Source: an optimization exercise on an open RTL-to-GDS flow (aim: small area). Production flows keep margins and buffers that such runs may drop.
Function was checked by simulation only, so behaviour that the tests miss may differ from the original.
No activity file was given, so power comes from the tool's default toggle rates.

$ cat design/flow/design.v
module fpu(
    input  logic [31:0] op_A_in,
    input  logic [31:0] op_B_in,
    input  logic clock100KHz,
    input  logic reset,
    output logic [31:0] data_out,
    output logic [3:0]  status_out
);
    function automatic logic [6:0] add6(input logic [5:0] a, input logic [5:0] b, input logic ci);
        logic [6:0] s;
        logic       c;
        c = ci;
        for (int n = 0; n < 6; n++) begin
            s[n] = a[n] ^ b[n] ^ c;
            c    = (a[n] & b[n]) | (c & (a[n] ^ b[n]));
        end
        s[6] = c;
        add6 = s;
    endfunction
    function automatic logic [4:0] inc26(input logic [4:0] a);
        inc26 = (a[4] & a[3] & a[0]) ? 5'd0 : a + 5'd1;
    endfunction
    logic        sA, sB;
    logic [5:0]  eA, eB;
    logic [31:0] mA, mB;
    assign sA = op_A_in[31];
    assign eA = op_A_in[30:25];
    assign mA = {6'd0, eA != 6'd0, op_A_in[24:0]};
    assign sB = op_B_in[31];
    assign eB = op_B_in[30:25];
    assign mB = {6'd0, eB != 6'd0, op_B_in[24:0]};
    logic [6:0] x;
    logic       bt, big;
    logic [5:0] y;
    assign x   = add6(eB, ~eA, 1'b0);
    assign bt  = x[6];
    assign y   = bt ? x[5:0] : ~x[5:0];
    assign big = y[5] | (y[4] & y[3] & (y[2] | y[1] | (y[0] & bt)));
    logic bl;
    always_ff @(posedge clock100KHz)
        bl <= bt;
    logic [5:0] eL;
    assign eL = bl ? eB : eA;
    logic sub;
    assign sub = sA ^ sB;
    logic [4:0] i;
    always_ff @(posedge clock100KHz or negedge reset)
        if (!reset) i <= 5'd0;
        else        i <= inc26(i);
    logic first, last;
    assign first = (i == 5'd0);
    assign last  = i[4] & i[3] & i[0];    
    logic [4:0] j;
    logic       jw, wrap;
    always_ff @(posedge clock100KHz) begin
        if ((bt && i == 5'd24) || (!bt && last)) j <= big ? 5'd0 : y[4:0];
        else                                     j <= inc26(j);
        jw <= ~last & (jw | (j[4] & j[3] & j[0]));
    end
    assign wrap = jw | big;
    logic [4:0] iA, iB;
    logic       bA, bB, lb, sb, sbit, stk;
    assign iA = bl ? j : i;
    assign iB = bl ? i : j;
    assign bA = mA[iA];
    assign bB = mB[iB];
    assign lb = bl ? bB : bA;
    assign sb = bl ? bA : bB;
    assign sbit = sb & ~wrap;
    assign stk  = sb & wrap;
    logic cy, cin, s, cyn, t26;
    assign cin = first ? 1'b0 : cy;
    assign s   = lb ^ sbit ^ cin;
    assign cyn = (cin & ((lb ^ sub) | sbit)) | ((lb ^ sub) & sbit);
    assign t26 = ~sub & cyn;
    always_ff @(posedge clock100KHz)
        cy <= cyn;
    logic seen, sn, tn;
    assign sn = first ? 1'b0 : seen;
    assign tn = s ^ sn;
    always_ff @(posedge clock100KHz)
        seen <= sn | s;
    logic [4:0] p;
    logic       nz, st, ng, spc;
    assign nz = ~(p == 5'd31);           
    logic t;
    assign t = ng ? tn : s;
    logic [5:0] pm;
    logic [6:0] er7;
    logic       ovf, unf, kill;
    assign pm   = {1'b0, p} - 6'd25;
    assign er7  = add6(eL, pm, spc);
    assign ovf  = nz & ((eL == 6'd63) | (p == 5'd26 & eL == 6'd62));
    assign unf  = nz & pm[5] & ~er7[6];
    assign kill = ovf | unf;
    logic [4:0] pp_acc, pp_nxt, pn_acc, pn_nxt, p_new;
    logic       st_acc, st_nxt, k0;
    assign pp_nxt = s  ? i : first ? 5'd31 : pp_acc;
    assign pn_nxt = tn ? i : first ? 5'd31 : pn_acc;
    assign p_new  = t26 ? 5'd26 : (sub & cyn) ? pn_nxt : pp_nxt;
    assign st_nxt = (first ? 1'b0 : st_acc) | stk | (k0 & t);
    always_ff @(posedge clock100KHz) begin
        pp_acc <= pp_nxt;
        pn_acc <= pn_nxt;
        st_acc <= st_nxt;
    end
    always_ff @(posedge clock100KHz)
        if (last) begin
            ng <= sub & cyn;
            p  <= p_new;
            st <= st_nxt;
        end
    logic [4:0] k;
    assign k0 = (k == 5'd0);
    always_ff @(posedge clock100KHz)
        if (last) k <= (p_new[4] & p_new[3] & p_new[1]) ? 5'd25 : 5'd25 - p_new;    
        else      k <= inc26(k);
    logic rc, ceff;
    assign ceff = first ? 1'b0 : rc;
    always_ff @(posedge clock100KHz)
        rc <= k0 ? t : (ceff & t);
    logic [24:1] f;
    logic        spc_now, pend;
    assign spc_now = ceff & ~t;
    always_ff @(posedge clock100KHz) begin
        for (int n = 1; n < 23; n++)
            if (k == n) f[n] <= (t ^ ceff) & ~kill;
        pend <= t ^ ceff;
        if (k == 5'd24) begin
            f[23] <= (pend | spc_now) & ~kill;
            f[24] <= t & ~ceff & ~kill;
            spc   <= spc_now;
        end
    end
    logic sr;
    assign sr = (ng ^ bl) ? sB : sA;
    assign data_out   = {sr & ~kill, (nz & ~kill) ? er7[5:0] : 6'd0, f, 1'b0};
    assign status_out = ovf ? 4'b0100 : unf ? 4'b1000 : st ? 4'b0010 : 4'b0001;
endmodule
$ cat design/flow/flow/run.sh
#!/bin/bash
set -euo pipefail
rm -rf scripts
cp -r "$FLOW_HOME/scripts" scripts
cp flow/abc_area.script scripts/abc_area.script
export SCRIPTS_DIR="$PWD/scripts"
export BUFFER_PORTS_ARGS="-buffer_cell sky130_fd_sc_hd__buf_1"
export CTS_ARGS="-sink_clustering_enable -repair_clock_nets -buf_list sky130_fd_sc_hd__clkbuf_4 -root_buf sky130_fd_sc_hd__clkbuf_4 -dont_use_dummy_load"
bash standard.sh > standard.log 2>&1
$ cat design/flow/flow/abc_area.script
strash; dc2; dch -f; amap -m; topo
$ cat design/flow/standard.sh
#!/bin/bash
# synth_recipe.tcl (not shown) runs the flow's synth.tcl, then flattens the netlist and writes it again
# the make line also repeats each setting of config.mk as NAME=value (left out here)
make -C /OpenROAD-flow-scripts/flow DESIGN_CONFIG=/design/flow/config.mk WORK_HOME=/design/flow/orfs CLKGATE_MAP_FILE= SYNTH_SCRIPT=/design/flow/synth_recipe.tcl "${@:-finish}"
$ cat design/flow/config.mk
export PLATFORM = sky130hd
export DESIGN_NAME = fpu
export DESIGN_NICKNAME = fpu
export VERILOG_FILES = /design/flow/design.v
export SDC_FILE = /design/flow/constraint.sdc
export NUM_CORES = 4
export LEC_CHECK = 0
export ABC_AREA = 1
export CAP_MARGIN = 20
export CORE_MARGIN = 2
export CORE_UTILIZATION = 60
export SLEW_MARGIN = 20
$ cat design/flow/constraint.sdc
create_clock -name core_clock -period 10.0 [get_ports {clock100KHz}]
set_input_delay 2.0000 -clock core_clock [delete_from_list [all_inputs] [get_ports {clock100KHz}]]
set_output_delay 2.0000 -clock core_clock [all_outputs]
set_load 0.01 [all_outputs]
==> results of run 1 <==
sequential cells by signal, indices dropped and copies added, names as in the netlist, 5 cells and up:
name and flops:
pn_acc 5, i 5, k 5, j 5, f 24, pp_acc 5, p 5
layout by cell type, fill, tap and decap left out, types with 14 or more instances in the layout:
master / synthesis / final
sky130_fd_sc_hd__nand3_1: 14 / 14
sky130_fd_sc_hd__clkinv_1: 71 / 71
sky130_fd_sc_hd__o221ai_1: 26 / 26
sky130_fd_sc_hd__nor2_1: 48 / 47
sky130_fd_sc_hd__ha_1: 18 / 18
sky130_fd_sc_hd__buf_1: 1 / 100
sky130_fd_sc_hd__o22ai_1: 33 / 33
sky130_fd_sc_hd__dfxtp_1: 27 / 27
sky130_fd_sc_hd__edfxtp_1: 32 / 32
sky130_fd_sc_hd__o21ai_0: 30 / 29
sky130_fd_sc_hd__nand2_1: 26 / 26
layout make-up:
class | count | area, um2
repair buffers | 102 | 390
fillers | 503 | 1700
well taps | 75 | 93.8
clock buffers | 9 | 67.6
flip-flops and latches | 64 | 1630
multi-input cells | 272 | 1810
inverters | 71 | 267
kinds of logic (layout without fill, tap and decap cells):
kind of cell             count (synthesis)  in the layout  synth area share
buffers and inverters                   74            182            0.0767
flip-flops                              64             64             0.437
multiplexers                             1              1           0.00269
other                                    1              1           0.00101
AND/OR/NAND/NOR                        119            119             0.143
AO/OA/AOI/OAI                          122            122             0.220
adder cells (fa/ha/maj)                 29             29             0.120
cell usage after synthesis, types with 3 or more instances:
library cell | instances | area [um2]
sky130_fd_sc_hd__dfrtp_1 | 5 | 125
sky130_fd_sc_hd__fa_1 | 11 | 220
sky130_fd_sc_hd__dfxtp_1 | 27 | 541
sky130_fd_sc_hd__o21ai_0 | 30 | 150
sky130_fd_sc_hd__a31oi_1 | 3 | 18.8
sky130_fd_sc_hd__or2_0 | 3 | 18.8
sky130_fd_sc_hd__a21oi_1 | 12 | 60.1
sky130_fd_sc_hd__o221ai_1 | 26 | 228
sky130_fd_sc_hd__nor2_1 | 48 | 180
sky130_fd_sc_hd__nor2b_1 | 12 | 75.1
sky130_fd_sc_hd__ha_1 | 18 | 225
sky130_fd_sc_hd__nor3_1 | 8 | 40.0
sky130_fd_sc_hd__o22ai_1 | 33 | 206
sky130_fd_sc_hd__a32oi_1 | 3 | 26.3
sky130_fd_sc_hd__o32ai_1 | 7 | 61.3
sky130_fd_sc_hd__nand3_1 | 14 | 70.1
sky130_fd_sc_hd__edfxtp_1 | 32 | 961
sky130_fd_sc_hd__nand2_1 | 26 | 97.6
sky130_fd_sc_hd__clkinv_1 | 71 | 267
how the worst max path moves through the flow:
stage	to
5_1_grt	f[1]
3_3_place_gp	f[17]
2_1_floorplan	f[10]
4_1_cts	f[1]
3_5_place_dp	f[18]
6_report	data_out[27]
metal layers:
metal | vias up | track usage
met1 | 1535 | 0.391
met3 | 10 | 0.0630
li1 | 1716 | -
met2 | 125 | 0.411
met4 | 0 | 0.0705
met5 | - | 0
power groups by stage:
stage / combinational (mW) / sequential (mW) / clock (mW)
floorplan: 0.297 / 0.395 / 0
global placement: 0.399 / 0.396 / 0
detailed placement: 0.416 / 0.398 / 0
finish: 0.423 / 0.393 / 0.118
CTS: 0.417 / 0.392 / 0.121
global route: 0.485 / 0.400 / 0.129
critical path: stages:
cell                       delay (ps)
sky130_fd_sc_hd__buf_1            110
sky130_fd_sc_hd__o22ai_1          310
sky130_fd_sc_hd__fa_1             250
sky130_fd_sc_hd__clkinv_1          70
sky130_fd_sc_hd__fa_1             390
sky130_fd_sc_hd__fa_1             390
sky130_fd_sc_hd__fa_1             390
sky130_fd_sc_hd__fa_1             390
sky130_fd_sc_hd__fa_1             360
sky130_fd_sc_hd__a21oi_1          200
sky130_fd_sc_hd__or2_0            420
sky130_fd_sc_hd__or2_0            340
sky130_fd_sc_hd__nor2b_1           90
sky130_fd_sc_hd__buf_1            130
per-stage QoR:
step | hold slack, ps | area, um2 | util
6_report | 498 | 4260 | 0.714
3_3_place_gp | 464 | 4190 | 0.703
5_1_grt | 527 | 4260 | 0.714
3_5_place_dp | 466 | 4190 | 0.703
4_1_cts | 490 | 4250 | 0.714
2_1_floorplan | 447 | 3720 | -
==> out/summary.json, run 1 <==
{
  "cells_and_area": {
    "layout-area-overhead-vs-synth_pct": 14.4,
    "drive_above_1_share": 0.0232,
    "num-nets-final": 615,
    "diodes": 0,
    "instances_no_fill": 593
  },
  "die": {
    "fp-row-count": 28,
    "core_area_um2": 5960,
    "initial_core_utilization": 0.625,
    "die_w_um": 82.7,
    "fp.dieH_um": 82.7,
    "floorplan.die_area_um2": 6850,
    "top_level_ports": 102
  },
  "critical_path": {
    "worstRegToRegCells": 17,
    "crit_arrival_ps": 5840,
    "criticalPathCategory": "in -> out",
    "endpoint_kind": "output port",
    "crit-reg2reg-launch": "bl",
    "cp-start-kind": "primary input",
    "cp_data_required_time_ps": 8000,
    "cp_max_fanout": 7,
    "r2r_end": "f[1]",
    "worst-r2r-setup-slack_ps": 3040,
    "critPathLaunch": "op_A_in[25]"
  },
  "clock_tree": {
    "cts_hold_buffers": 0,
    "clock_tree.buffer_depth": 2,
    "inserted_clock_buffers": 9,
    "post_cts.repair.setup_buffers": 0,
    "cts_root_buf": "sky130_fd_sc_hd__clkbuf_4",
    "clock_network_latency_to_the_later_pin_of_the_worst_skew_pair_ps": 390,
    "cts_resized": 0,
    "tritoncts": "done",
    "clock-sinks": 64,
    "cts.clk_slew.worst_paths_ps": 100,
    "cts_max_level": 3
  },
  "sta": {
    "finalWorstSetupSlack_ps": 2160,
    "tns_ps": 0,
    "highest_achievable_clock_rate_mhz": 128,
    "report.final.setup_viol": 0,
    "fin_worst_skew_ps": 29.4,
    "final_hold_viols": 0,
    "min_period_ps": 7840,
    "worst_slew_margin_rel": 0.321,
    "timing.final.crit_share": 0.784,
    "setup_repair_after_global_routing_missed_its_margin": "false",
    "final-max-slew-violation-count": 0,
    "worst_margin_slew_ps": 1020
  },
  "drt": {
    "dr_total_vias": 3386,
    "remaining_drc_errors": 0,
    "drt-wirelength-per-cell_um": 14.5,
    "route.met3.wl_um": 507,
    "drt-met1-wl_um": 4220,
    "avgViaCountPerCell": 5.71,
    "drt-initial-drc-count": 181,
    "wl_um": 8620,
    "wl_met2_um": 3800,
    "postRouteAntennaNets": 0,
    "drtPass1Iterations": 4,
    "routed.top_layer": "met4"
  },
  "placement": {
    "dp_slack_ps": 1160,
    "gp_routability_congestion": 0.960,
    "placed_cells_incl_taps": 584,
    "dpl.hpwl_um": 6660,
    "port-buffer-count": 100
  },
  "power_and_ir_drop": {
    "sw_frac_of_total": 0.420,
    "clockPowerShare": 0.126,
    "power.ir.vdd_worst_uv": 167,
    "p_leak_nw": 1.45,
    "p_int_mw": 0.541,
    "netSwitchingPower_mw": 0.392,
    "power.combinational.fraction": 0.453,
    "final_total_power_mw": 0.934,
    "powerDensity_nw_per_um2": 219,
    "seq_power_share": 0.421
  },
  "logic_synthesis": {
    "synth_cells": 410,
    "synthesis.yosys.warnings": 1,
    "synth_cell_type_count": 35,
    "synth-edff-count": 32,
    "syn_area_um2": 3720,
    "post_synth.cell_area_avg_um2": 9.07,
    "ys_ff_latch": 64,
    "synthArstFlopShare": 0.0781,
    "syn_nets": 505,
    "synth_sequential_area_ratio": 0.437,
    "dominantRegCellSynth": "sky130_fd_sc_hd__edfxtp_1"
  },
  "worst_hold_path": {
    "hold_path.startpoint": "pn_acc[2]",
    "hold-path-cell-count": 2,
    "worstHoldPathType": "reg -> reg",
    "worst_hold_path.endpoint": "pn_acc[2]"
  },
  "global_routing": {
    "grt_max_degree": 23,
    "gr-total-overflow": 0,
    "grt_pass1_vias": 3096,
    "grt_pass1_wl_um": 13900,
    "grt_antenna_before_repair": 0,
    "grt_use_total": 0.271
  },
  "flow_run": {
    "drv_cap": 0
  },
  "run_status": {
    "outcome": "no timing/DRC/antenna violations"
  }
}
==> inputs of run 2 (changes only) <==
--- a/design/flow/design.v
+++ b/design/flow/design.v
@@ -80,40 +80,41 @@
     assign tn = s ^ sn;
     always_ff @(posedge clock100KHz)
         seen <= sn | s;
-    logic [4:0] p;
-    logic       nz, st, ng, spc;
-    assign nz = ~(p == 5'd31);           
+    logic [4:0] off;
+    logic       nz, rs, st, ng, spc;
+    assign nz = ~(off == 5'd26);
+    assign rs = (off == 5'd31);
     logic t;
     assign t = ng ? tn : s;
-    logic [5:0] pm;
+    logic [5:0] v;
     logic [6:0] er7;
     logic       ovf, unf, kill;
-    assign pm   = {1'b0, p} - 6'd25;
-    assign er7  = add6(eL, pm, spc);
-    assign ovf  = nz & ((eL == 6'd63) | (p == 5'd26 & eL == 6'd62));
-    assign unf  = nz & pm[5] & ~er7[6];
+    assign v    = spc ? {5'd0, off[0]} : ~{off[4] & rs, off};
+    assign er7  = add6(eL, v, 1'b1);
+    assign ovf  = nz & ((eL == 6'd63) | (rs & eL == 6'd62));
+    assign unf  = nz & ~rs & ~spc & ~er7[6];
     assign kill = ovf | unf;
-    logic [4:0] pp_acc, pp_nxt, pn_acc, pn_nxt, p_new;
+    logic [4:0] zp_acc, zp_nxt, zn_acc, zn_nxt, off_new;
     logic       st_acc, st_nxt, k0;
-    assign pp_nxt = s  ? i : first ? 5'd31 : pp_acc;
-    assign pn_nxt = tn ? i : first ? 5'd31 : pn_acc;
-    assign p_new  = t26 ? 5'd26 : (sub & cyn) ? pn_nxt : pp_nxt;
+    assign zp_nxt  = s  ? 5'd0 : first ? 5'd1 : zp_acc + 5'd1;
+    assign zn_nxt  = tn ? 5'd0 : first ? 5'd1 : zn_acc + 5'd1;
+    assign off_new = t26 ? 5'd31 : (sub & cyn) ? zn_nxt : zp_nxt;
     assign st_nxt = (first ? 1'b0 : st_acc) | stk | (k0 & t);
     always_ff @(posedge clock100KHz) begin
-        pp_acc <= pp_nxt;
-        pn_acc <= pn_nxt;
+        zp_acc <= zp_nxt;
+        zn_acc <= zn_nxt;
         st_acc <= st_nxt;
     end
     always_ff @(posedge clock100KHz)
         if (last) begin
             ng <= sub & cyn;
-            p  <= p_new;
+            off <= off_new;
             st <= st_nxt;
         end
     logic [4:0] k;
     assign k0 = (k == 5'd0);
     always_ff @(posedge clock100KHz)
-        if (last) k <= (p_new[4] & p_new[3] & p_new[1]) ? 5'd25 : 5'd25 - p_new;    
+        if (last) k <= (off_new[4] & off_new[3] & off_new[1]) ? 5'd25 : off_new;    
         else      k <= inc26(k);
     logic rc, ceff;
     assign ceff = first ? 1'b0 : rc;
==> design/flow/flow/run.sh (replaced) <==
#!/bin/bash
set -euo pipefail
rm -rf scripts
cp -r "$FLOW_HOME/scripts" scripts
cp flow/abc_area.script scripts/abc_area.script
export SCRIPTS_DIR="$PWD/scripts"
export BUFFER_PORTS_ARGS="-buffer_cell sky130_fd_sc_hd__buf_1"
export CTS_ARGS="-sink_clustering_enable -repair_clock_nets -buf_list sky130_fd_sc_hd__clkbuf_8 -root_buf sky130_fd_sc_hd__clkbuf_8 -dont_use_dummy_load"
bash standard.sh > standard.log 2>&1
--- a/design/flow/config.mk
+++ b/design/flow/config.mk
@@ -8,5 +8,5 @@
 export ABC_AREA = 1
 export CAP_MARGIN = 20
 export CORE_MARGIN = 2
-export CORE_UTILIZATION = 60
+export CORE_UTILIZATION = 40
 export SLEW_MARGIN = 20
==> run 2 against run 1 <==
  * Still clean
  * Clock power rose by 36%
  * Via count down 2.3%
  * Critical path depth is 2 higher
  * Area after synthesis down 2.8%
  * Non-clock buffer count fell by 1
  * Critical endpoint is now data_out[28]
==> out/summary.json, run 2 <==
{
  "critical_path": {
    "crit_arrival": {"value": 5820, "unit": "ps", "change": "was 5840 ps"},
    "cpPeakStageDelay": {"value": 540, "unit": "ps", "change": "was 420 ps"},
    "worst-r2r-setup-slack": {"value": 3110, "unit": "ps", "change": "was 3040 ps"},
    "criticalPathCategory": {"value": "in -> out", "change": "unchanged"},
    "worstRegToRegCells": {"value": 21, "change": "was 17"},
    "critPathLaunch": {"value": "op_A_in[25]", "change": "unchanged"},
    "crit_chain": {"value": "buf_1 -> o22ai_1 -> ha_1 -> clkinv_1 -> fa_1 -> fa_1 -> fa_1 -> clkinv_1 -> fa_1 -> clkinv_1 -> fa_1 -> nor4_1 -> or2_0 -> or2_0 -> nor2b_1 -> buf_1", "change": "was buf_1 -> o22ai_1 -> fa_1 -> clkinv_1 -> fa_1 -> fa_1 -> fa_1 -> fa_1 -> fa_1 -> a21oi_1 -> or2_0 -> or2_0 -> nor2b_1 -> buf_1"},
    "cp_max_fanout": {"value": 7, "change": "unchanged"},
    "critical-path-slowest-cell": {"value": "sky130_fd_sc_hd__or2_0", "change": "unchanged"},
    "cp_data_required_time": {"value": 8000, "unit": "ps", "change": "about the same"},
    "cpMostUsedCell": {"value": "sky130_fd_sc_hd__fa_1", "change": "unchanged"},
    "cp-start-kind": {"value": "primary input", "change": "unchanged"},
    "crit-reg2reg-launch": {"value": "bl", "change": "unchanged"},
    "r2r_end": {"value": "k[2]", "change": "was f[1]"},
    "endpoint_kind": {"value": "output port", "change": "unchanged"}
  },
  "flow_run": {
    "drv_cap": {"value": 0, "change": "unchanged"}
  },
  "global_routing": {
    "grt_use_total": {"value": 0.183, "change": "was 0.271"},
    "grt_pass1_vias": {"value": 3177, "change": "was 3096"},
    "grt.met3_usage": {"value": 0.0499, "change": "was 0.0630"},
    "grtUsageMet2": {"value": 0.281, "change": "was 0.411"},
    "grt_antenna_before_repair": {"value": 0, "change": "unchanged"},
    "gr-total-overflow": {"value": 0, "change": "unchanged"},
    "grt_pass1_wl": {"value": 14500, "unit": "um", "change": "was 13900 um"},
    "gr-max-usage-layer": {"value": "met2", "change": "unchanged"},
    "grt_max_degree": {"value": 23, "change": "unchanged"},
    "groute.layer.met1.usage": {"value": 0.260, "change": "was 0.391"}
  },
  "power_and_ir_drop": {
    "final_total_power": {"value": 0.955, "unit": "mW", "change": "was 0.934 mW"},
    "powerDensity": {"value": 225, "unit": "nW/um2", "change": "was 219 nW/um2"},
    "p_leak": {"value": 1.45, "unit": "nW", "change": "about the same"},
    "power.ir.vdd_worst": {"value": 99.4, "unit": "uV", "change": "was 167 uV"}
  },
  "cells_and_area": {
    "registers.top_by_ff_count": {"value": "f", "change": "unchanged"},
    "drive_above_1_share": {"value": 0.0217, "change": "was 0.0232"},
    "final_design_area_no_fill": {"value": 4240, "unit": "um2", "change": "was 4260 um2"},
    "layout.cells.most_common_list": {"value": "100 x sky130_fd_sc_hd__buf_1, 59 x sky130_fd_sc_hd__nor2_1, 55 x sky130_fd_sc_hd__clkinv_1, 39 x sky130_fd_sc_hd__o22ai_1, 32 x sky130_fd_sc_hd__edfxtp_1", "change": "was 100 x sky130_fd_sc_hd__buf_1, 71 x sky130_fd_sc_hd__clkinv_1, 47 x sky130_fd_sc_hd__nor2_1, 33 x sky130_fd_sc_hd__o22ai_1, 32 x sky130_fd_sc_hd__edfxtp_1"},
    "layout-area-overhead-vs-synth": {"value": 17.3, "unit": "%", "change": "was 14.4%"},
    "number_of_flip_flops_in_the_largest_register": {"value": 24, "change": "unchanged"},
    "diodes": {"value": 0, "change": "unchanged"},
    "layout.cells.most_common": {"value": "sky130_fd_sc_hd__buf_1", "change": "unchanged"},
    "finalCoreUtilization": {"value": 0.484, "change": "was 0.714"},
    "num-nets-final": {"value": 600, "change": "was 615"}
  },
  "worst_hold_path": {
    "worst_hold_path.endpoint": {"value": "seen", "change": "was pn_acc[2]"},
    "worstHoldPathType": {"value": "reg -> reg", "change": "unchanged"},
    "hold-path-cell-count": {"value": 2, "change": "unchanged"},
    "hold_path.startpoint": {"value": "seen", "change": "was pn_acc[2]"}
  },
  "sta": {
    "setup_repair_after_global_routing_missed_its_margin": {"value": "false", "change": "unchanged"},
    "worst_slew_margin_rel": {"value": 0.340, "change": "was 0.321"},
    "fin_worst_skew": {"value": 20.5, "unit": "ps", "change": "was 29.4 ps"},
    "tns": {"value": 0, "unit": "ps", "change": "unchanged"},
    "min_period": {"value": 7820, "unit": "ps", "change": "was 7840 ps"},
    "finalWorstSetupSlack": {"value": 2180, "unit": "ps", "change": "was 2160 ps"},
    "timing.final.crit_share": {"value": 0.782, "change": "was 0.784"},
    "final-max-slew-violation-count": {"value": 0, "change": "unchanged"},
    "highest_achievable_clock_rate": {"value": 128, "unit": "MHz", "change": "about the same"},
    "report.final.setup_viol": {"value": 0, "change": "unchanged"},
    "worst_margin_slew": {"value": 990, "unit": "ps", "change": "was 1020 ps"},
    "final_hold_viols": {"value": 0, "change": "unchanged"}
  },
  "drt": {
    "avgViaCountPerCell": {"value": 5.39, "change": "was 5.71"},
    "drt-initial-drc-count": {"value": 153, "change": "was 181"},
    "postRouteAntennaNets": {"value": 0, "change": "unchanged"},
    "remaining_drc_errors": {"value": 0, "change": "unchanged"},
    "drtPass1Iterations": {"value": 5, "change": "was 4"},
    "dr_total_vias": {"value": 3307, "change": "was 3386"},
    "wl": {"value": 8620, "unit": "um", "change": "about the same"},
    "drt-wirelength-per-cell": {"value": 14.0, "unit": "um", "change": "was 14.5 um"}
  },
  "die": {
    "die_w": {"value": 99.1, "unit": "um", "change": "was 82.7 um"},
    "core_area": {"value": 8760, "unit": "um2", "change": "was 5960 um2"},
    "fp-row-count": {"value": 34, "change": "was 28"},
    "floorplan.die_area": {"value": 9820, "unit": "um2", "change": "was 6850 um2"},
    "fp.dieH": {"value": 99.1, "unit": "um", "change": "was 82.7 um"},
    "top_level_ports": {"value": 102, "change": "unchanged"},
    "initial_core_utilization": {"value": 0.413, "change": "was 0.625"}
  },
  "logic_synthesis": {
    "synthArstFlopShare": {"value": 0.0781, "change": "unchanged"},
    "syn_nets": {"value": 491, "change": "was 505"},
    "post-synth-top-count-cell": {"value": "sky130_fd_sc_hd__nor2_1", "change": "was sky130_fd_sc_hd__clkinv_1"},
    "synth_top_area_cell": {"value": "sky130_fd_sc_hd__edfxtp_1", "change": "unchanged"},
    "synth_sequential_area_ratio": {"value": 0.450, "change": "was 0.437"},
    "synth_cell_type_count": {"value": 37, "change": "was 35"},
    "dominantRegCellSynth": {"value": "sky130_fd_sc_hd__edfxtp_1", "change": "unchanged"},
    "synth_cells": {"value": 399, "change": "was 410"},
    "syn_area": {"value": 3620, "unit": "um2", "change": "was 3720 um2"},
    "leading_cell_types_by_total_area_after_synthesis": {"value": "sky130_fd_sc_hd__edfxtp_1 27%, sky130_fd_sc_hd__dfxtp_1 15%, sky130_fd_sc_hd__o22ai_1 6.7%", "change": "was sky130_fd_sc_hd__edfxtp_1 26%, sky130_fd_sc_hd__dfxtp_1 15%, sky130_fd_sc_hd__clkinv_1 7.2%"},
    "ys_ff_latch": {"value": 64, "change": "unchanged"},
    "synth.top_cell.area_share": {"value": 0.266, "change": "was 0.258"},
    "synthesis.yosys.warnings": {"value": 1, "change": "unchanged"},
    "yosys-top-cells-count": {"value": "60 x sky130_fd_sc_hd__nor2_1, 55 x sky130_fd_sc_hd__clkinv_1, 39 x sky130_fd_sc_hd__o22ai_1", "change": "was 71 x sky130_fd_sc_hd__clkinv_1, 48 x sky130_fd_sc_hd__nor2_1, 33 x sky130_fd_sc_hd__o22ai_1"},
    "post_synth.cell_area_avg": {"value": 9.07, "unit": "um2", "change": "about the same"},
    "synth-edff-count": {"value": 32, "change": "unchanged"}
  },
  "placement": {
    "placed_cell_area": {"value": 4120, "unit": "um2", "change": "was 4190 um2"},
    "dp_slack": {"value": 1890, "unit": "ps", "change": "was 1160 ps"},
    "dpl.hpwl": {"value": 6830, "unit": "um", "change": "was 6660 um"},
    "gp_routability_congestion": {"value": 0.794, "change": "was 0.960"},
    "port-buffer-count": {"value": 100, "change": "unchanged"}
  },
  "clock_tree": {
    "cts_hold_buffers": {"value": 0, "change": "unchanged"},
    "tritoncts": {"value": "done", "change": "unchanged"},
    "cts_max_level": {"value": 3, "change": "unchanged"},
    "clock_tree.buffer_depth": {"value": 2, "change": "unchanged"},
    "cts.clk_slew.worst_paths": {"value": 60, "unit": "ps", "change": "was 100 ps"},
    "cts_root_buf": {"value": "sky130_fd_sc_hd__clkbuf_8", "change": "was sky130_fd_sc_hd__clkbuf_4"},
    "clock-sinks": {"value": 64, "change": "unchanged"},
    "clock_network_latency_to_the_later_pin_of_the_worst_skew_pair": {"value": 340, "unit": "ps", "change": "was 390 ps"},
    "inserted_clock_buffers": {"value": 9, "change": "unchanged"},
    "post_cts.repair.setup_buffers": {"value": 0, "change": "unchanged"},
    "cts_resized": {"value": 0, "change": "unchanged"}
  },
  "run_status": {
    "outcome": {"value": "no timing/DRC/antenna violations", "change": "unchanged"}
  }
}
run 2: how the worst max path moves through the flow:
stage                              end  slack [ps]  cells after the start
after global routing      data_out[28]        1990                     16
after floorplan                  f[10]        2960                     22
after detailed placement         f[18]        1890                     23
final                     data_out[28]        2180                     16
after CTS                 data_out[28]        2260                     16
after global placement           f[21]        2150                     23
run 2: kinds of logic (layout without fill, tap and decap cells):
group                    after synthesis  count (layout)  share of synthesized area
multiplexers                           1               1                    0.00277
flip-flops                            64              64                      0.450
XOR/XNOR                               1               1                    0.00242
AO/OA/AOI/OAI                        111             111                      0.205
AND/OR/NAND/NOR                      137             137                      0.166
buffers and inverters                 58             165                     0.0623
other                                  1               1                    0.00104
adder cells (fa/ha/maj)               26              26                      0.111
run 2: per-stage QoR:
| stage | std cells | hold slack (ps) |
|---|---|---|
| finish | 614 | 474 |
| global route | 614 | 516 |
| CTS | 614 | 469 |
| detailed placement | 605 | 455 |
| global placement | 605 | 449 |
| floorplan | 399 | 438 |
run 2: final cells by class:
| cell class | instances | area (um2) |
|---|---|---|
| multi-input combinational | 277 | 1770 |
| fill | 870 | 4520 |
| clock buffer | 9 | 124 |
| timing repair buffer | 101 | 383 |
| tap | 108 | 135 |
| inverter | 55 | 206 |
| sequential | 64 | 1630 |
run 2: worst max-delay path: cells and delay by family:
family	cells	cell delay [ps]
AOI/OAI and AO/OA	1	240
adders and majority gates	6	1840
buffers and inverters	5	420
and+or+nand+nor	4	1300
run 2: metal layers:
| metal | wire (um) | vias up |
|---|---|---|
| li1 | - | 1686 |
| met1 | 4120 | 1522 |
| met2 | 3900 | 91 |
| met3 | 522 | 8 |
| met4 | 78 | 0 |
| met5 | 0 | - |
run 2: where the power goes:
part	switching, mW	internal (mW)
logic	0.261	0.140
clock network	0.0810	0.0799
registers	0.0383	0.355
total	0.380	0.575
==> inputs of run 3 (changes only) <==
==> design/flow/flow/run.sh (replaced) <==
#!/bin/bash
set -euo pipefail
rm -rf scripts
cp -r "$FLOW_HOME/scripts" scripts
cp flow/abc_area.script scripts/abc_area.script
export SCRIPTS_DIR="$PWD/scripts"
export BUFFER_PORTS_ARGS="-buffer_cell sky130_fd_sc_hd__buf_1"
export CTS_ARGS="-sink_clustering_enable -repair_clock_nets -buf_list sky130_fd_sc_hd__clkbuf_8 -root_buf sky130_fd_sc_hd__clkbuf_4 -dont_use_dummy_load"
bash standard.sh > standard.log 2>&1
--- a/design/flow/config.mk
+++ b/design/flow/config.mk
@@ -8,5 +8,5 @@
 export ABC_AREA = 1
 export CAP_MARGIN = 20
 export CORE_MARGIN = 2
-export CORE_UTILIZATION = 40
+export CORE_UTILIZATION = 60
 export SLEW_MARGIN = 20
==> run 3 against run 2 <==
  * Clock power fell by 24%
  * Core utilization rose by 22 points
  * Highest routed layer unchanged
  * Critical path type unchanged
  * Register-to-register slack got worse by 160 ps
  * Via count rose by 2.0%
  * Synthesized cell count did not move
  * Still clean on timing, DRC and antenna
  * Critical path depth did not move
  * Sequential power barely moved
  * Clock skew rose by 16 ps
  * Worst hold slack improved by 12 ps
  * Count of clock-buffer cells in the layout did not move
  * Design area fell by 2.5%
  * First-iteration DRC count rose by 52%
==> out/summary.json, run 3 <==
{
  "power_and_ir_drop": {
    "powerDensity": {"value": 221, "unit": "nW/um2", "change": "was 225 nW/um2"},
    "p_leak": {"value": 1.42, "unit": "nW", "change": "was 1.45 nW"},
    "final_total_power": {"value": 0.916, "unit": "mW", "change": "was 0.955 mW"},
    "power.ir.vdd_worst": {"value": 176, "unit": "uV", "change": "was 99.4 uV"}
  },
  "cells_and_area": {
    "layout.cells.most_common_list": {"value": "100 x sky130_fd_sc_hd__buf_1, 59 x sky130_fd_sc_hd__nor2_1, 55 x sky130_fd_sc_hd__clkinv_1, 39 x sky130_fd_sc_hd__o22ai_1, 32 x sky130_fd_sc_hd__edfxtp_1", "change": "unchanged"},
    "drive_above_1_share": {"value": 0.0198, "change": "was 0.0217"},
    "layout.cells.most_common": {"value": "sky130_fd_sc_hd__buf_1", "change": "unchanged"},
    "diodes": {"value": 0, "change": "unchanged"},
    "num-nets-final": {"value": 599, "change": "was 600"},
    "layout-area-overhead-vs-synth": {"value": 14.4, "unit": "%", "change": "was 17.3%"},
    "registers.top_by_ff_count": {"value": "f", "change": "unchanged"},
    "number_of_flip_flops_in_the_largest_register": {"value": 24, "change": "unchanged"}
  },
  "logic_synthesis": {
    "synth.top_cell.area_share": {"value": 0.266, "change": "unchanged"},
    "synth_cell_type_count": {"value": 37, "change": "unchanged"},
    "synthArstFlopShare": {"value": 0.0781, "change": "unchanged"},
    "synth_cells": {"value": 399, "change": "unchanged"},
    "leading_cell_types_by_total_area_after_synthesis": {"value": "sky130_fd_sc_hd__edfxtp_1 27%, sky130_fd_sc_hd__dfxtp_1 15%, sky130_fd_sc_hd__o22ai_1 6.7%", "change": "unchanged"},
    "yosys-top-cells-count": {"value": "60 x sky130_fd_sc_hd__nor2_1, 55 x sky130_fd_sc_hd__clkinv_1, 39 x sky130_fd_sc_hd__o22ai_1", "change": "unchanged"},
    "syn_nets": {"value": 491, "change": "unchanged"},
    "synth_top_area_cell": {"value": "sky130_fd_sc_hd__edfxtp_1", "change": "unchanged"},
    "syn_area": {"value": 3620, "unit": "um2", "change": "unchanged"},
    "synth-edff-count": {"value": 32, "change": "unchanged"},
    "post-synth-top-count-cell": {"value": "sky130_fd_sc_hd__nor2_1", "change": "unchanged"},
    "dominantRegCellSynth": {"value": "sky130_fd_sc_hd__edfxtp_1", "change": "unchanged"},
    "synth_sequential_area_ratio": {"value": 0.450, "change": "unchanged"},
    "ys_ff_latch": {"value": 64, "change": "unchanged"},
    "post_synth.cell_area_avg": {"value": 9.07, "unit": "um2", "change": "unchanged"},
    "synthesis.yosys.warnings": {"value": 1, "change": "unchanged"}
  },
  "clock_tree": {
    "clock_network_latency_to_the_later_pin_of_the_worst_skew_pair": {"value": 410, "unit": "ps", "change": "was 340 ps"},
    "cts_hold_buffers": {"value": 0, "change": "unchanged"},
    "cts_root_buf": {"value": "sky130_fd_sc_hd__clkbuf_4", "change": "was sky130_fd_sc_hd__clkbuf_8"},
    "cts.clk_slew.worst_paths": {"value": 90, "unit": "ps", "change": "was 60 ps"},
    "inserted_clock_buffers": {"value": 9, "change": "unchanged"},
    "clock-sinks": {"value": 64, "change": "unchanged"},
    "cts_max_level": {"value": 3, "change": "unchanged"},
    "post_cts.repair.setup_buffers": {"value": 0, "change": "unchanged"},
    "tritoncts": {"value": "done", "change": "unchanged"},
    "cts_resized": {"value": 0, "change": "unchanged"},
    "clock_tree.buffer_depth": {"value": 2, "change": "unchanged"}
  },
  "critical_path": {
    "crit_chain": {"value": "buf_1 -> o22ai_1 -> ha_1 -> clkinv_1 -> fa_1 -> fa_1 -> fa_1 -> clkinv_1 -> fa_1 -> clkinv_1 -> fa_1 -> nor4_1 -> or2_0 -> or2_0 -> nor2b_1 -> buf_1", "change": "unchanged"},
    "cpPeakStageDelay": {"value": 480, "unit": "ps", "change": "was 540 ps"},
    "worstRegToRegCells": {"value": 20, "change": "was 21"},
    "endpoint_kind": {"value": "output port", "change": "unchanged"},
    "cp_data_required_time": {"value": 8000, "unit": "ps", "change": "about the same"},
    "crit_arrival": {"value": 5880, "unit": "ps", "change": "was 5820 ps"},
    "cpMostUsedCell": {"value": "sky130_fd_sc_hd__fa_1", "change": "unchanged"},
    "cp_max_fanout": {"value": 7, "change": "unchanged"},
    "r2r_end": {"value": "f[7]", "change": "was k[2]"},
    "cp-start-kind": {"value": "primary input", "change": "unchanged"},
    "worst-r2r-setup-slack": {"value": 2950, "unit": "ps", "change": "was 3110 ps"},
    "criticalPathCategory": {"value": "in -> out", "change": "unchanged"},
    "crit-reg2reg-launch": {"value": "bl", "change": "unchanged"},
    "critical-path-slowest-cell": {"value": "sky130_fd_sc_hd__or2_0", "change": "unchanged"}
  },
  "sta": {
    "fin_worst_skew": {"value": 36.1, "unit": "ps", "change": "was 20.5 ps"},
    "timing.final.crit_share": {"value": 0.788, "change": "was 0.782"},
    "highest_achievable_clock_rate": {"value": 127, "unit": "MHz", "change": "was 128 MHz"},
    "worst_slew_margin_rel": {"value": 0.317, "change": "was 0.340"},
    "final-max-slew-violation-count": {"value": 0, "change": "unchanged"},
    "setup_repair_after_global_routing_missed_its_margin": {"value": "false", "change": "unchanged"},
    "min_period": {"value": 7880, "unit": "ps", "change": "was 7820 ps"},
    "tns": {"value": 0, "unit": "ps", "change": "unchanged"},
    "final_hold_viols": {"value": 0, "change": "unchanged"},
    "hold-worst-slack": {"value": 486, "unit": "ps", "change": "was 474 ps"},
    "worst_margin_slew": {"value": 1020, "unit": "ps", "change": "was 990 ps"},
    "report.final.setup_viol": {"value": 0, "change": "unchanged"}
  },
  "die": {
    "fp-row-count": {"value": 28, "change": "was 34"},
    "fp.dieH": {"value": 81.6, "unit": "um", "change": "was 99.1 um"},
    "top_level_ports": {"value": 102, "change": "unchanged"},
    "initial_core_utilization": {"value": 0.615, "change": "was 0.413"},
    "core_area": {"value": 5890, "unit": "um2", "change": "was 8760 um2"},
    "die_w": {"value": 81.6, "unit": "um", "change": "was 99.1 um"},
    "floorplan.die_area": {"value": 6670, "unit": "um2", "change": "was 9820 um2"}
  },
  "placement": {
    "dpl.hpwl": {"value": 6850, "unit": "um", "change": "was 6830 um"},
    "gp_routability_congestion": {"value": 0.920, "change": "was 0.794"},
    "port-buffer-count": {"value": 100, "change": "unchanged"}
  },
  "drt": {
    "dr_total_vias": {"value": 3374, "change": "was 3307"},
    "drtPass1Iterations": {"value": 5, "change": "unchanged"},
    "postRouteAntennaNets": {"value": 0, "change": "unchanged"},
    "remaining_drc_errors": {"value": 0, "change": "unchanged"},
    "avgViaCountPerCell": {"value": 5.82, "change": "was 5.39"},
    "wl": {"value": 8770, "unit": "um", "change": "was 8620 um"},
    "drt-initial-drc-count": {"value": 232, "change": "was 153"},
    "drt-wirelength-per-cell": {"value": 15.1, "unit": "um", "change": "was 14.0 um"}
  },
  "worst_hold_path": {
    "worstHoldPathType": {"value": "reg -> reg", "change": "unchanged"},
    "hold_path.startpoint": {"value": "seen", "change": "unchanged"},
    "worst_hold_path.endpoint": {"value": "seen", "change": "unchanged"},
    "hold-path-cell-count": {"value": 2, "change": "unchanged"}
  },
  "flow_run": {
    "drv_cap": {"value": 0, "change": "unchanged"}
  },
  "global_routing": {
    "grt_use_total": {"value": 0.280, "change": "was 0.183"},
    "gr-total-overflow": {"value": 0, "change": "unchanged"},
    "grt_pass1_wl": {"value": 14100, "unit": "um", "change": "was 14500 um"},
    "grt_max_degree": {"value": 23, "change": "unchanged"},
    "grt_pass1_vias": {"value": 3081, "change": "was 3177"},
    "grt_antenna_before_repair": {"value": 0, "change": "unchanged"}
  },
  "run_status": {
    "outcome": {"value": "no timing/DRC/antenna violations", "change": "unchanged"}
  }
}
==> run 3: final cells by class <==
type / instances / area, um2
Multi-Input combinational cell: 277 / 1770
Tap cell: 75 / 93.8
Sequential cell: 64 / 1630
Clock buffer: 9 / 67.6
Fill cell: 464 / 1750
Inverter: 55 / 206
Timing Repair Buffer: 100 / 375
==> run 3: critical path: cells and delay by family <==
family | cells | cell delay [ps]
compound gates | 1 | 280
fa+ha+maj | 6 | 1940
buf+inv | 5 | 460
simple gates | 4 | 1190
==> run 3: worst max path at each step <==
stage	from	end	slack [ps]	cells past startpoint
final	op_A_in[25]	data_out[30]	2120	16
after global routing	bl	data_out[28]	1780	16
after CTS	op_A_in[25]	f[11]	2180	23
after detailed placement	op_A_in[25]	f[6]	1780	23
after global placement	op_A_in[25]	f[10]	2130	23
after floorplan	op_A_in[25]	f[10]	2960	22
==> run 3: where the power goes <==
group | switching (mW) | total [mW] | internal (mW)
registers | 0.0374 | 0.392 | 0.354
clock network | 0.0800 | 0.122 | 0.0418
logic | 0.263 | 0.402 | 0.140
==> run 3: routing by layer <==
metal,share of wire,track usage,vias to the layer above
met3,0.071,0.0440,17
met5,0,0,-
met1,0.44,0.368,1529
met4,0.019,0.0967,0
li1,-,-,1675
met2,0.47,0.473,153
==> run 3: cell families after synthesis <==
family | after synthesis | synth area share
adder cells (fa/ha/maj) | 26 | 0.111
buffers and inverters | 58 | 0.0623
multiplexers | 1 | 0.00277
XOR/XNOR | 1 | 0.00242
other | 1 | 0.00104
AO/OA/AOI/OAI | 111 | 0.205
AND/OR/NAND/NOR | 137 | 0.166
flip-flops | 64 | 0.450
==> run 3: stage by stage <==
stage	util	cells	area, um2	setup WS, ps
2_1_floorplan	-	399	3620	2960
3_3_place_gp	0.691	571	4070	2130
3_5_place_dp	0.691	571	4070	1780
4_1_cts	0.703	580	4140	2180
5_1_grt	0.703	580	4140	1780
6_report	0.703	580	4140	2120
==> inputs of run 4 (changes only) <==
==> design/flow/flow/run.sh (replaced) <==
#!/bin/bash
set -euo pipefail
rm -rf scripts
cp -r "$FLOW_HOME/scripts" scripts
cp flow/abc_area.script scripts/abc_area.script
export SCRIPTS_DIR="$PWD/scripts"
export BUFFER_PORTS_ARGS="-buffer_cell sky130_fd_sc_hd__buf_1"
export CTS_ARGS="-sink_clustering_enable -repair_clock_nets -buf_list sky130_fd_sc_hd__clkbuf_4 -root_buf sky130_fd_sc_hd__clkbuf_4 -sink_clustering_size 4 -sink_clustering_max_diameter 20 -balance_levels -dont_use_dummy_load"
bash standard.sh > standard.log 2>&1
==> run 4 against run 3 <==
  * Register-to-register slack is essentially flat
  * Non-clock buffer count unchanged
  * Sequential cell count unchanged
  * Clock skew is the same
  * Worst hold slack unchanged
  * First-iteration DRC count unchanged
  * Critical path depth is the same
  * Critical path type unchanged
  * Critical endpoint unchanged
==> out/summary.json, run 4 <==
{
  "logic_synthesis": {
    "syn_nets": {"value": 491, "change": "unchanged"},
    "ys_ff_latch": {"value": 64, "change": "unchanged"},
    "syn_area": {"value": 3620, "unit": "um2", "change": "unchanged"},
    "synth_top_area_cell": {"value": "sky130_fd_sc_hd__edfxtp_1", "change": "unchanged"},
    "synth-edff-count": {"value": 32, "change": "unchanged"},
    "synth_cell_type_count": {"value": 37, "change": "unchanged"},
    "post_synth.cell_area_avg": {"value": 9.07, "unit": "um2", "change": "unchanged"},
    "synth.top_cell.area_share": {"value": 0.266, "change": "unchanged"},
    "dominantRegCellSynth": {"value": "sky130_fd_sc_hd__edfxtp_1", "change": "unchanged"},
    "synth_cells": {"value": 399, "change": "unchanged"},
    "synthesis.yosys.warnings": {"value": 1, "change": "unchanged"},
    "leading_cell_types_by_total_area_after_synthesis": {"value": "sky130_fd_sc_hd__edfxtp_1 27%, sky130_fd_sc_hd__dfxtp_1 15%, sky130_fd_sc_hd__o22ai_1 6.7%", "change": "unchanged"},
    "yosys-top-cells-count": {"value": "60 x sky130_fd_sc_hd__nor2_1, 55 x sky130_fd_sc_hd__clkinv_1, 39 x sky130_fd_sc_hd__o22ai_1", "change": "unchanged"},
    "synthArstFlopShare": {"value": 0.0781, "change": "unchanged"},
    "post-synth-top-count-cell": {"value": "sky130_fd_sc_hd__nor2_1", "change": "unchanged"},
    "synth_sequential_area_ratio": {"value": 0.450, "change": "unchanged"}
  },
  "sta": {
    "final_hold_viols": {"value": 0, "change": "unchanged"},
    "fin_worst_skew": {"value": 36.1, "unit": "ps", "change": "unchanged"},
    "report.final.setup_viol": {"value": 0, "change": "unchanged"},
    "worst_slew_margin_rel": {"value": 0.317, "change": "unchanged"},
    "tns": {"value": 0, "unit": "ps", "change": "unchanged"},
    "setup_repair_after_global_routing_missed_its_margin": {"value": "false", "change": "unchanged"},
    "timing.final.crit_share": {"value": 0.788, "change": "unchanged"},
    "worst_margin_slew": {"value": 1020, "unit": "ps", "change": "unchanged"},
    "final-max-slew-violation-count": {"value": 0, "change": "unchanged"},
    "min_period": {"value": 7880, "unit": "ps", "change": "unchanged"},
    "highest_achievable_clock_rate": {"value": 127, "unit": "MHz", "change": "unchanged"}
  },
  "clock_tree": {
    "tritoncts": {"value": "done", "change": "unchanged"},
    "inserted_clock_buffers": {"value": 9, "change": "unchanged"},
    "post_cts.repair.setup_buffers": {"value": 0, "change": "unchanged"},
    "cts_root_buf": {"value": "sky130_fd_sc_hd__clkbuf_4", "change": "unchanged"},
    "cts.clk_slew.worst_paths": {"value": 90, "unit": "ps", "change": "about the same"},
    "cts_max_level": {"value": 3, "change": "unchanged"},
    "clock-sinks": {"value": 64, "change": "unchanged"},
    "cts_hold_buffers": {"value": 0, "change": "unchanged"},
    "clock_network_latency_to_the_later_pin_of_the_worst_skew_pair": {"value": 410, "unit": "ps", "change": "about the same"},
    "clock_tree.buffer_depth": {"value": 2, "change": "unchanged"},
    "cts_resized": {"value": 0, "change": "unchanged"}
  },
  "critical_path": {
    "cp_max_fanout": {"value": 7, "change": "unchanged"},
    "cp-start-kind": {"value": "primary input", "change": "unchanged"},
    "cp_data_required_time": {"value": 8000, "unit": "ps", "change": "about the same"},
    "crit_arrival": {"value": 5880, "unit": "ps", "change": "about the same"},
    "endpoint_kind": {"value": "output port", "change": "unchanged"},
    "criticalPathCategory": {"value": "in -> out", "change": "unchanged"}
  },
  "power_and_ir_drop": {
    "p_leak": {"value": 1.42, "unit": "nW", "change": "unchanged"},
    "powerDensity": {"value": 221, "unit": "nW/um2", "change": "unchanged"},
    "power.ir.vdd_worst": {"value": 176, "unit": "uV", "change": "unchanged"}
  },
  "die": {
    "floorplan.die_area": {"value": 6670, "unit": "um2", "change": "unchanged"},
    "die_w": {"value": 81.6, "unit": "um", "change": "unchanged"},
    "initial_core_utilization": {"value": 0.615, "change": "unchanged"},
    "fp-row-count": {"value": 28, "change": "unchanged"},
    "top_level_ports": {"value": 102, "change": "unchanged"},
    "core_area": {"value": 5890, "unit": "um2", "change": "unchanged"},
    "fp.dieH": {"value": 81.6, "unit": "um", "change": "unchanged"}
  },
  "cells_and_area": {
    "number_of_flip_flops_in_the_largest_register": {"value": 24, "change": "unchanged"},
    "filler_cell_count": {"value": 464, "change": "unchanged"},
    "layout.cells.most_common": {"value": "sky130_fd_sc_hd__buf_1", "change": "unchanged"},
    "final_design_area_no_fill": {"value": 4140, "unit": "um2", "change": "unchanged"},
    "num-nets-final": {"value": 599, "change": "unchanged"},
    "diodes": {"value": 0, "change": "unchanged"},
    "drive_above_1_share": {"value": 0.0198, "change": "unchanged"},
    "layout-area-overhead-vs-synth": {"value": 14.4, "unit": "%", "change": "unchanged"},
    "registers.top_by_ff_count": {"value": "f", "change": "unchanged"},
    "layout.cells.most_common_list": {"value": "100 x sky130_fd_sc_hd__buf_1, 59 x sky130_fd_sc_hd__nor2_1, 55 x sky130_fd_sc_hd__clkinv_1, 39 x sky130_fd_sc_hd__o22ai_1, 32 x sky130_fd_sc_hd__edfxtp_1", "change": "unchanged"}
  },
  "global_routing": {
    "grt_pass1_wl": {"value": 14100, "unit": "um", "change": "unchanged"},
    "grt_pass1_vias": {"value": 3081, "change": "unchanged"},
    "grt_max_degree": {"value": 23, "change": "unchanged"},
    "gr-total-overflow": {"value": 0, "change": "unchanged"},
    "grt_antenna_before_repair": {"value": 0, "change": "unchanged"},
    "grt_use_total": {"value": 0.280, "change": "unchanged"}
  },
  "drt": {
    "drtPass1Iterations": {"value": 5, "change": "unchanged"},
    "dr_total_vias": {"value": 3374, "change": "unchanged"},
    "remaining_drc_errors": {"value": 0, "change": "unchanged"},
    "drt-initial-drc-count": {"value": 232, "change": "unchanged"},
    "avgViaCountPerCell": {"value": 5.82, "change": "unchanged"},
    "drt-wirelength-per-cell": {"value": 15.1, "unit": "um", "change": "unchanged"},
    "wl": {"value": 8770, "unit": "um", "change": "unchanged"},
    "postRouteAntennaNets": {"value": 0, "change": "unchanged"}
  },
  "worst_hold_path": {
    "worstHoldPathType": {"value": "reg -> reg", "change": "unchanged"}
  },
  "placement": {
    "placed_cell_area": {"value": 4070, "unit": "um2", "change": "unchanged"},
    "dpl.hpwl": {"value": 6850, "unit": "um", "change": "unchanged"},
    "gp_routability_congestion": {"value": 0.920, "change": "unchanged"},
    "port-buffer-count": {"value": 100, "change": "unchanged"}
  },
  "flow_run": {
    "drv_cap": {"value": 0, "change": "unchanged"}
  },
  "run_status": {
    "outcome": {"value": "no timing/DRC/antenna violations", "change": "unchanged"}
  }
}
run 4: cell type report:
class,count,area (um2),area share
well taps,75,93.8,0.0227
repair buffers,100,375,0.0907
inverters,55,206,0.0499
flip-flops and latches,64,1630,0.393
clock buffers,9,67.6,0.0163
multi-input cells,277,1770,0.427
run 4: stage by stage:
step	setup slack (ps)	util	hold slack [ps]	power (mW)	std cells
finish	2120	0.703	486	0.916	580
floorplan	2960	-	438	0.676	399
global placement	2130	0.691	451	0.779	571
CTS	2180	0.703	488	0.913	580
detailed placement	1780	0.691	465	0.793	571
global route	1780	0.703	528	0.990	580
run 4: final timing paths:
check / from / to / slack, ps / cells after the start
max: op_A_in[25] / data_out[30] / 2120 / 16
min: seen / seen / 490 / 2
max reg2reg: bl / f[7] / 2950 / 20
min reg2reg: seen / seen / 490 / 2
max in group asynchronous: reset / i[4] / 8320 / 1
min in group asynchronous: reset / i[1] / 1460 / 1
run 4: worst max-delay path: stages:
cell	delay [ps]
sky130_fd_sc_hd__buf_1	90
sky130_fd_sc_hd__o22ai_1	280
sky130_fd_sc_hd__ha_1	210
sky130_fd_sc_hd__clkinv_1	70
sky130_fd_sc_hd__fa_1	380
sky130_fd_sc_hd__fa_1	390
sky130_fd_sc_hd__fa_1	410
sky130_fd_sc_hd__clkinv_1	70
sky130_fd_sc_hd__fa_1	170
sky130_fd_sc_hd__clkinv_1	90
sky130_fd_sc_hd__fa_1	380
sky130_fd_sc_hd__nor4_1	270
sky130_fd_sc_hd__or2_0	480
sky130_fd_sc_hd__or2_0	360
sky130_fd_sc_hd__nor2b_1	80
sky130_fd_sc_hd__buf_1	140
run 4: metal layers:
layer / GRT usage / share of wire / vias up
met2: 0.473 / 0.47 / 153
li1: - / - / 1675
met5: 0 / 0 / -
met1: 0.368 / 0.44 / 1529
met4: 0.0967 / 0.019 / 0
met3: 0.0440 / 0.071 / 17
run 4: cells by family (layout without fill, tap and decap cells):
| kind of cell | count (synthesis) | after routing | share of synthesized area |
|---|---|---|---|
| xor gates and xnor gates | 1 | 1 | 0.00242 |
| buffers and inverters | 58 | 164 | 0.0623 |
| and+or+nand+nor | 137 | 137 | 0.166 |
| AOI/OAI and AO/OA | 111 | 111 | 0.205 |
| muxes | 1 | 1 | 0.00277 |
| DFF | 64 | 64 | 0.450 |
| other | 1 | 1 | 0.00104 |
| adders and majority gates | 26 | 26 | 0.111 |
run 4: report_power, final:
| part | internal [mW] | switching [mW] | total, mW |
|---|---|---|---|
| Clock | 0.0418 | 0.0800 | 0.122 |
| Combinational | 0.140 | 0.263 | 0.402 |
| Sequential | 0.354 | 0.0374 | 0.392 |
==> inputs of run 5 (changes only) <==
==> design/flow/flow/run.sh (replaced) <==
#!/bin/bash
set -euo pipefail
rm -rf scripts
cp -r "$FLOW_HOME/scripts" scripts
cp flow/abc_area.script scripts/abc_area.script
export SCRIPTS_DIR="$PWD/scripts"
export BUFFER_PORTS_ARGS="-buffer_cell sky130_fd_sc_hd__buf_1"
export CTS_ARGS="-sink_clustering_enable -repair_clock_nets -buf_list sky130_fd_sc_hd__clkbuf_4 -root_buf sky130_fd_sc_hd__clkbuf_4 -sink_buffer_max_cap_derate 0.5 -dont_use_dummy_load"
bash standard.sh > standard.log 2>&1
==> run 5 against run 4 <==
  * Setup slack unchanged
  * Still clean on timing, DRC and antenna
  * Via count unchanged
  * Critical path type unchanged
  * Die area unchanged
  * Global-route usage unchanged
  * Wire length unchanged
==> out/summary.json, run 5 <==
{
  "logic_synthesis": {
    "synth_cells": {"value": 399, "change": "unchanged"},
    "synth.top_cell.area_share": {"value": 0.266, "change": "unchanged"},
    "syn_nets": {"value": 491, "change": "unchanged"},
    "synth_cell_type_count": {"value": 37, "change": "unchanged"},
    "synthArstFlopShare": {"value": 0.0781, "change": "unchanged"},
    "synth_top_area_cell": {"value": "sky130_fd_sc_hd__edfxtp_1", "change": "unchanged"},
    "syn_area": {"value": 3620, "unit": "um2", "change": "unchanged"},
    "dominantRegCellSynth": {"value": "sky130_fd_sc_hd__edfxtp_1", "change": "unchanged"},
    "post-synth-top-count-cell": {"value": "sky130_fd_sc_hd__nor2_1", "change": "unchanged"},
    "leading_cell_types_by_total_area_after_synthesis": {"value": "sky130_fd_sc_hd__edfxtp_1 27%, sky130_fd_sc_hd__dfxtp_1 15%, sky130_fd_sc_hd__o22ai_1 6.7%", "change": "unchanged"},
    "post_synth.cell_area_avg": {"value": 9.07, "unit": "um2", "change": "unchanged"},
    "synth-edff-count": {"value": 32, "change": "unchanged"},
    "yosys-top-cells-count": {"value": "60 x sky130_fd_sc_hd__nor2_1, 55 x sky130_fd_sc_hd__clkinv_1, 39 x sky130_fd_sc_hd__o22ai_1", "change": "unchanged"},
    "ys_ff_latch": {"value": 64, "change": "unchanged"},
    "synth_sequential_area_ratio": {"value": 0.450, "change": "unchanged"},
    "synthesis.yosys.warnings": {"value": 1, "change": "unchanged"}
  },
  "power_and_ir_drop": {
    "sw_frac_of_total": {"value": 0.415, "change": "unchanged"},
    "seq_power_share": {"value": 0.428, "change": "about the same"},
    "power.ir.vdd_worst": {"value": 176, "unit": "uV", "change": "unchanged"},
    "final_total_power": {"value": 0.916, "unit": "mW", "change": "unchanged"},
    "p_int": {"value": 0.536, "unit": "mW", "change": "unchanged"},
    "p_leak": {"value": 1.42, "unit": "nW", "change": "unchanged"},
    "powerDensity": {"value": 221, "unit": "nW/um2", "change": "unchanged"},
    "netSwitchingPower": {"value": 0.380, "unit": "mW", "change": "unchanged"},
    "clockPowerShare": {"value": 0.133, "change": "about the same"},
    "power.combinational.fraction": {"value": 0.439, "change": "about the same"}
  },
  "sta": {
    "worst_margin_slew": {"value": 1020, "unit": "ps", "change": "unchanged"},
    "finalWorstSetupSlack": {"value": 2120, "unit": "ps", "change": "unchanged"},
    "final_hold_viols": {"value": 0, "change": "unchanged"},
    "fin_worst_skew": {"value": 36.1, "unit": "ps", "change": "unchanged"},
    "min_period": {"value": 7880, "unit": "ps", "change": "unchanged"},
    "report.final.setup_viol": {"value": 0, "change": "unchanged"},
    "highest_achievable_clock_rate": {"value": 127, "unit": "MHz", "change": "unchanged"},
    "hold-worst-slack": {"value": 486, "unit": "ps", "change": "unchanged"},
    "worst_slew_margin_rel": {"value": 0.317, "change": "unchanged"},
    "setup_repair_after_global_routing_missed_its_margin": {"value": "false", "change": "unchanged"},
    "timing.final.crit_share": {"value": 0.788, "change": "unchanged"},
    "tns": {"value": 0, "unit": "ps", "change": "unchanged"},
    "final-max-slew-violation-count": {"value": 0, "change": "unchanged"}
  },
  "die": {
    "fp.dieH": {"value": 81.6, "unit": "um", "change": "unchanged"},
    "die_w": {"value": 81.6, "unit": "um", "change": "unchanged"},
    "fp-row-count": {"value": 28, "change": "unchanged"},
    "core_area": {"value": 5890, "unit": "um2", "change": "unchanged"},
    "floorplan.die_area": {"value": 6670, "unit": "um2", "change": "unchanged"},
    "top_level_ports": {"value": 102, "change": "unchanged"},
    "initial_core_utilization": {"value": 0.615, "change": "unchanged"}
  },
  "critical_path": {
    "crit_path_buf_inv_count": {"value": 5, "change": "unchanged"},
    "crit_chain": {"value": "buf_1 -> o22ai_1 -> ha_1 -> clkinv_1 -> fa_1 -> fa_1 -> fa_1 -> clkinv_1 -> fa_1 -> clkinv_1 -> fa_1 -> nor4_1 -> or2_0 -> or2_0 -> nor2b_1 -> buf_1", "change": "unchanged"},
    "cpPeakStageDelay": {"value": 480, "unit": "ps", "change": "about the same"},
    "endpoint_kind": {"value": "output port", "change": "unchanged"},
    "cp_num_cells": {"value": 16, "change": "unchanged"},
    "crit_arrival": {"value": 5880, "unit": "ps", "change": "about the same"},
    "critical-path-slowest-cell": {"value": "sky130_fd_sc_hd__or2_0", "change": "unchanged"},
    "worstRegToRegCells": {"value": 20, "change": "unchanged"},
    "cp_data_required_time": {"value": 8000, "unit": "ps", "change": "about the same"},
    "cp_max_fanout": {"value": 7, "change": "unchanged"},
    "cp-start-kind": {"value": "primary input", "change": "unchanged"},
    "worst-r2r-setup-slack": {"value": 2950, "unit": "ps", "change": "about the same"},
    "criticalPathCategory": {"value": "in -> out", "change": "unchanged"},
    "cpLargestDelayFamily": {"value": "adder cells", "change": "unchanged"},
    "cpMostUsedCell": {"value": "sky130_fd_sc_hd__fa_1", "change": "unchanged"}
  },
  "cells_and_area": {
    "drive_above_1_share": {"value": 0.0198, "change": "unchanged"},
    "diodes": {"value": 0, "change": "unchanged"},
    "finalCoreUtilization": {"value": 0.703, "change": "unchanged"},
    "number_of_flip_flops_in_the_largest_register": {"value": 24, "change": "unchanged"},
    "registers.top_by_ff_count": {"value": "f", "change": "unchanged"},
    "layout-area-overhead-vs-synth": {"value": 14.4, "unit": "%", "change": "unchanged"},
    "layout.cells.most_common": {"value": "sky130_fd_sc_hd__buf_1", "change": "unchanged"},
    "layout.cells.most_common_list": {"value": "100 x sky130_fd_sc_hd__buf_1, 59 x sky130_fd_sc_hd__nor2_1, 55 x sky130_fd_sc_hd__clkinv_1, 39 x sky130_fd_sc_hd__o22ai_1, 32 x sky130_fd_sc_hd__edfxtp_1", "change": "unchanged"},
    "num-nets-final": {"value": 599, "change": "unchanged"},
    "filler_cell_count": {"value": 464, "change": "unchanged"}
  },
  "placement": {
    "port-buffer-count": {"value": 100, "change": "unchanged"},
    "dpl.hpwl": {"value": 6850, "unit": "um", "change": "unchanged"},
    "dp_slack": {"value": 1780, "unit": "ps", "change": "unchanged"},
    "gp_routability_congestion": {"value": 0.920, "change": "unchanged"}
  },
  "drt": {
    "dr_total_vias": {"value": 3374, "change": "unchanged"},
    "postRouteAntennaNets": {"value": 0, "change": "unchanged"},
    "wl": {"value": 8770, "unit": "um", "change": "unchanged"},
    "drt-initial-drc-count": {"value": 232, "change": "unchanged"},
    "remaining_drc_errors": {"value": 0, "change": "unchanged"},
    "drtPass1Iterations": {"value": 5, "change": "unchanged"},
    "drt-wirelength-per-cell": {"value": 15.1, "unit": "um", "change": "unchanged"},
    "avgViaCountPerCell": {"value": 5.82, "change": "unchanged"}
  },
  "global_routing": {
    "grt_use_total": {"value": 0.280, "change": "unchanged"},
    "gr-total-overflow": {"value": 0, "change": "unchanged"},
    "grt_pass1_vias": {"value": 3081, "change": "unchanged"},
    "grtUsageMet2": {"value": 0.473, "change": "unchanged"},
    "grt_antenna_before_repair": {"value": 0, "change": "unchanged"},
    "grt_pass1_wl": {"value": 14100, "unit": "um", "change": "unchanged"},
    "gr-max-usage-layer": {"value": "met2", "change": "unchanged"},
    "groute.layer.met1.usage": {"value": 0.368, "change": "unchanged"},
    "grt_max_degree": {"value": 23, "change": "unchanged"},
    "grt.met3_usage": {"value": 0.0440, "change": "unchanged"}
  },
  "clock_tree": {
    "post_cts.repair.setup_buffers": {"value": 0, "change": "unchanged"},
    "clock-sinks": {"value": 64, "change": "unchanged"},
    "tritoncts": {"value": "done", "change": "unchanged"},
    "cts_root_buf": {"value": "sky130_fd_sc_hd__clkbuf_4", "change": "unchanged"},
    "cts.clk_slew.worst_paths": {"value": 90, "unit": "ps", "change": "about the same"},
    "cts_max_level": {"value": 3, "change": "unchanged"},
    "clock_tree.buffer_depth": {"value": 2, "change": "unchanged"},
    "cts_hold_buffers": {"value": 0, "change": "unchanged"},
    "inserted_clock_buffers": {"value": 9, "change": "unchanged"},
    "cts_resized": {"value": 0, "change": "unchanged"},
    "clock_network_latency_to_the_later_pin_of_the_worst_skew_pair": {"value": 410, "unit": "ps", "change": "about the same"}
  },
  "worst_hold_path": {
    "worstHoldPathType": {"value": "reg -> reg", "change": "unchanged"},
    "hold-path-cell-count": {"value": 2, "change": "unchanged"}
  },
  "flow_run": {
    "drv_cap": {"value": 0, "change": "unchanged"}
  },
  "run_status": {
    "outcome": {"value": "no timing/DRC/antenna violations", "change": "unchanged"}
  }
}
run 5: cell counts after synthesis:
No cell type changed its count.
run 5: final cells by class:
| class | instances | area, um2 | area share |
|---|---|---|---|
| multi-input combinational | 277 | 1770 | 0.427 |
| sequential | 64 | 1630 | 0.393 |
| timing repair buffer | 100 | 375 | 0.0907 |
| inverter | 55 | 206 | 0.0499 |
| tap | 75 | 93.8 | 0.0227 |
| clock buffer | 9 | 67.6 | 0.0163 |
run 5: worst min-delay path, delay by kind of cell, from the launching register on:
| kind | cells | cell delay, ps |
|---|---|---|
| simple gates | 2 | 140 |
| flops | 1 | 320 |
run 5: per-stage QoR:
step	cells	cell area, um2
2_1_floorplan	399	3620
3_3_place_gp	571	4070
4_1_cts	580	4140
6_report	580	4140
3_5_place_dp	571	4070
5_1_grt	580	4140
run 5: worst paths after layout:
kind | startpoint | to
worst max-delay path | op_A_in[25] | data_out[30]
worst max register to register | bl | f[7]
worst min-delay path | seen | seen
worst min register to register | seen | seen
max in group asynchronous | reset | i[4]
min in group asynchronous | reset | i[1]
run 5: kinds of logic after synthesis:
kind of cell               share of synthesized area
xor gates and xnor gates                     0.00242
and+or+nand+nor                                0.166
buffers and inverters                         0.0623
muxes                                        0.00277
DFF                                            0.450
AOI/OAI and AO/OA                              0.205
adders and majority gates                      0.111
other                                        0.00104
run 5: metal layers:
metal / routed length, um / share of wire
met5: 0 / 0
met4: 163 / 0.019
met2: 4160 / 0.47
met3: 623 / 0.071
met1: 3830 / 0.44
run 5: power by group through the flow:
| stage | clock network (mW) | registers, mW | logic (mW) |
|---|---|---|---|
| floorplan | 0 | 0.395 | 0.282 |
| global placement | 0 | 0.396 | 0.383 |
| detailed placement | 0 | 0.398 | 0.395 |
| CTS | 0.123 | 0.392 | 0.398 |
| global route | 0.133 | 0.399 | 0.457 |
| finish | 0.122 | 0.392 | 0.402 |

re-timing with driven ports:
No port has a modelled driver above. Below, the same layouts with a new extraction and two added sets of constraints. Step 1 (the two cells are an assumption about what drives the block):
set clk [get_ports {clock100KHz}]
set_driving_cell -lib_cell sky130_fd_sc_hd__clkbuf_16 $clk
set_driving_cell -lib_cell sky130_fd_sc_hd__buf_2 [delete_from_list [all_inputs] $clk]
Step 2 moves the port delays by t, midway between the first and last clock arrival at a register: inputs arrive t later, outputs are due t later. That takes back most of the time a late clock gives input paths. Slacks: no drivers / after step 1 / after step 2; pairs: no drivers / after step 1.
| run | shift t [ns] | setup slack, ns | slew at the worst register clock pin (ns) | cell pins on the clock port's net |
|---|---|---|---|---|
| run 1 | 0.406 | 2.162 / 2.141 / 1.901 | 0.10 / 0.10 | 1 |
| run 2 | 0.357 | 2.184 / 2.162 / 2.162 | 0.07 / 0.07 | 1 |
| run 3 | 0.419 | 2.123 / 2.104 / 2.104 | 0.12 / 0.12 | 1 |
| run 4 | 0.419 | 2.123 / 2.104 / 2.104 | 0.12 / 0.12 | 1 |
| run 5 | 0.419 | 2.123 / 2.104 / 2.104 | 0.12 / 0.12 | 1 |
After both steps setup and hold are still met in every run listed. The setup slack of run 1, which loses most, moves by -0.021 ns with the drivers and by -0.261 ns with both steps.
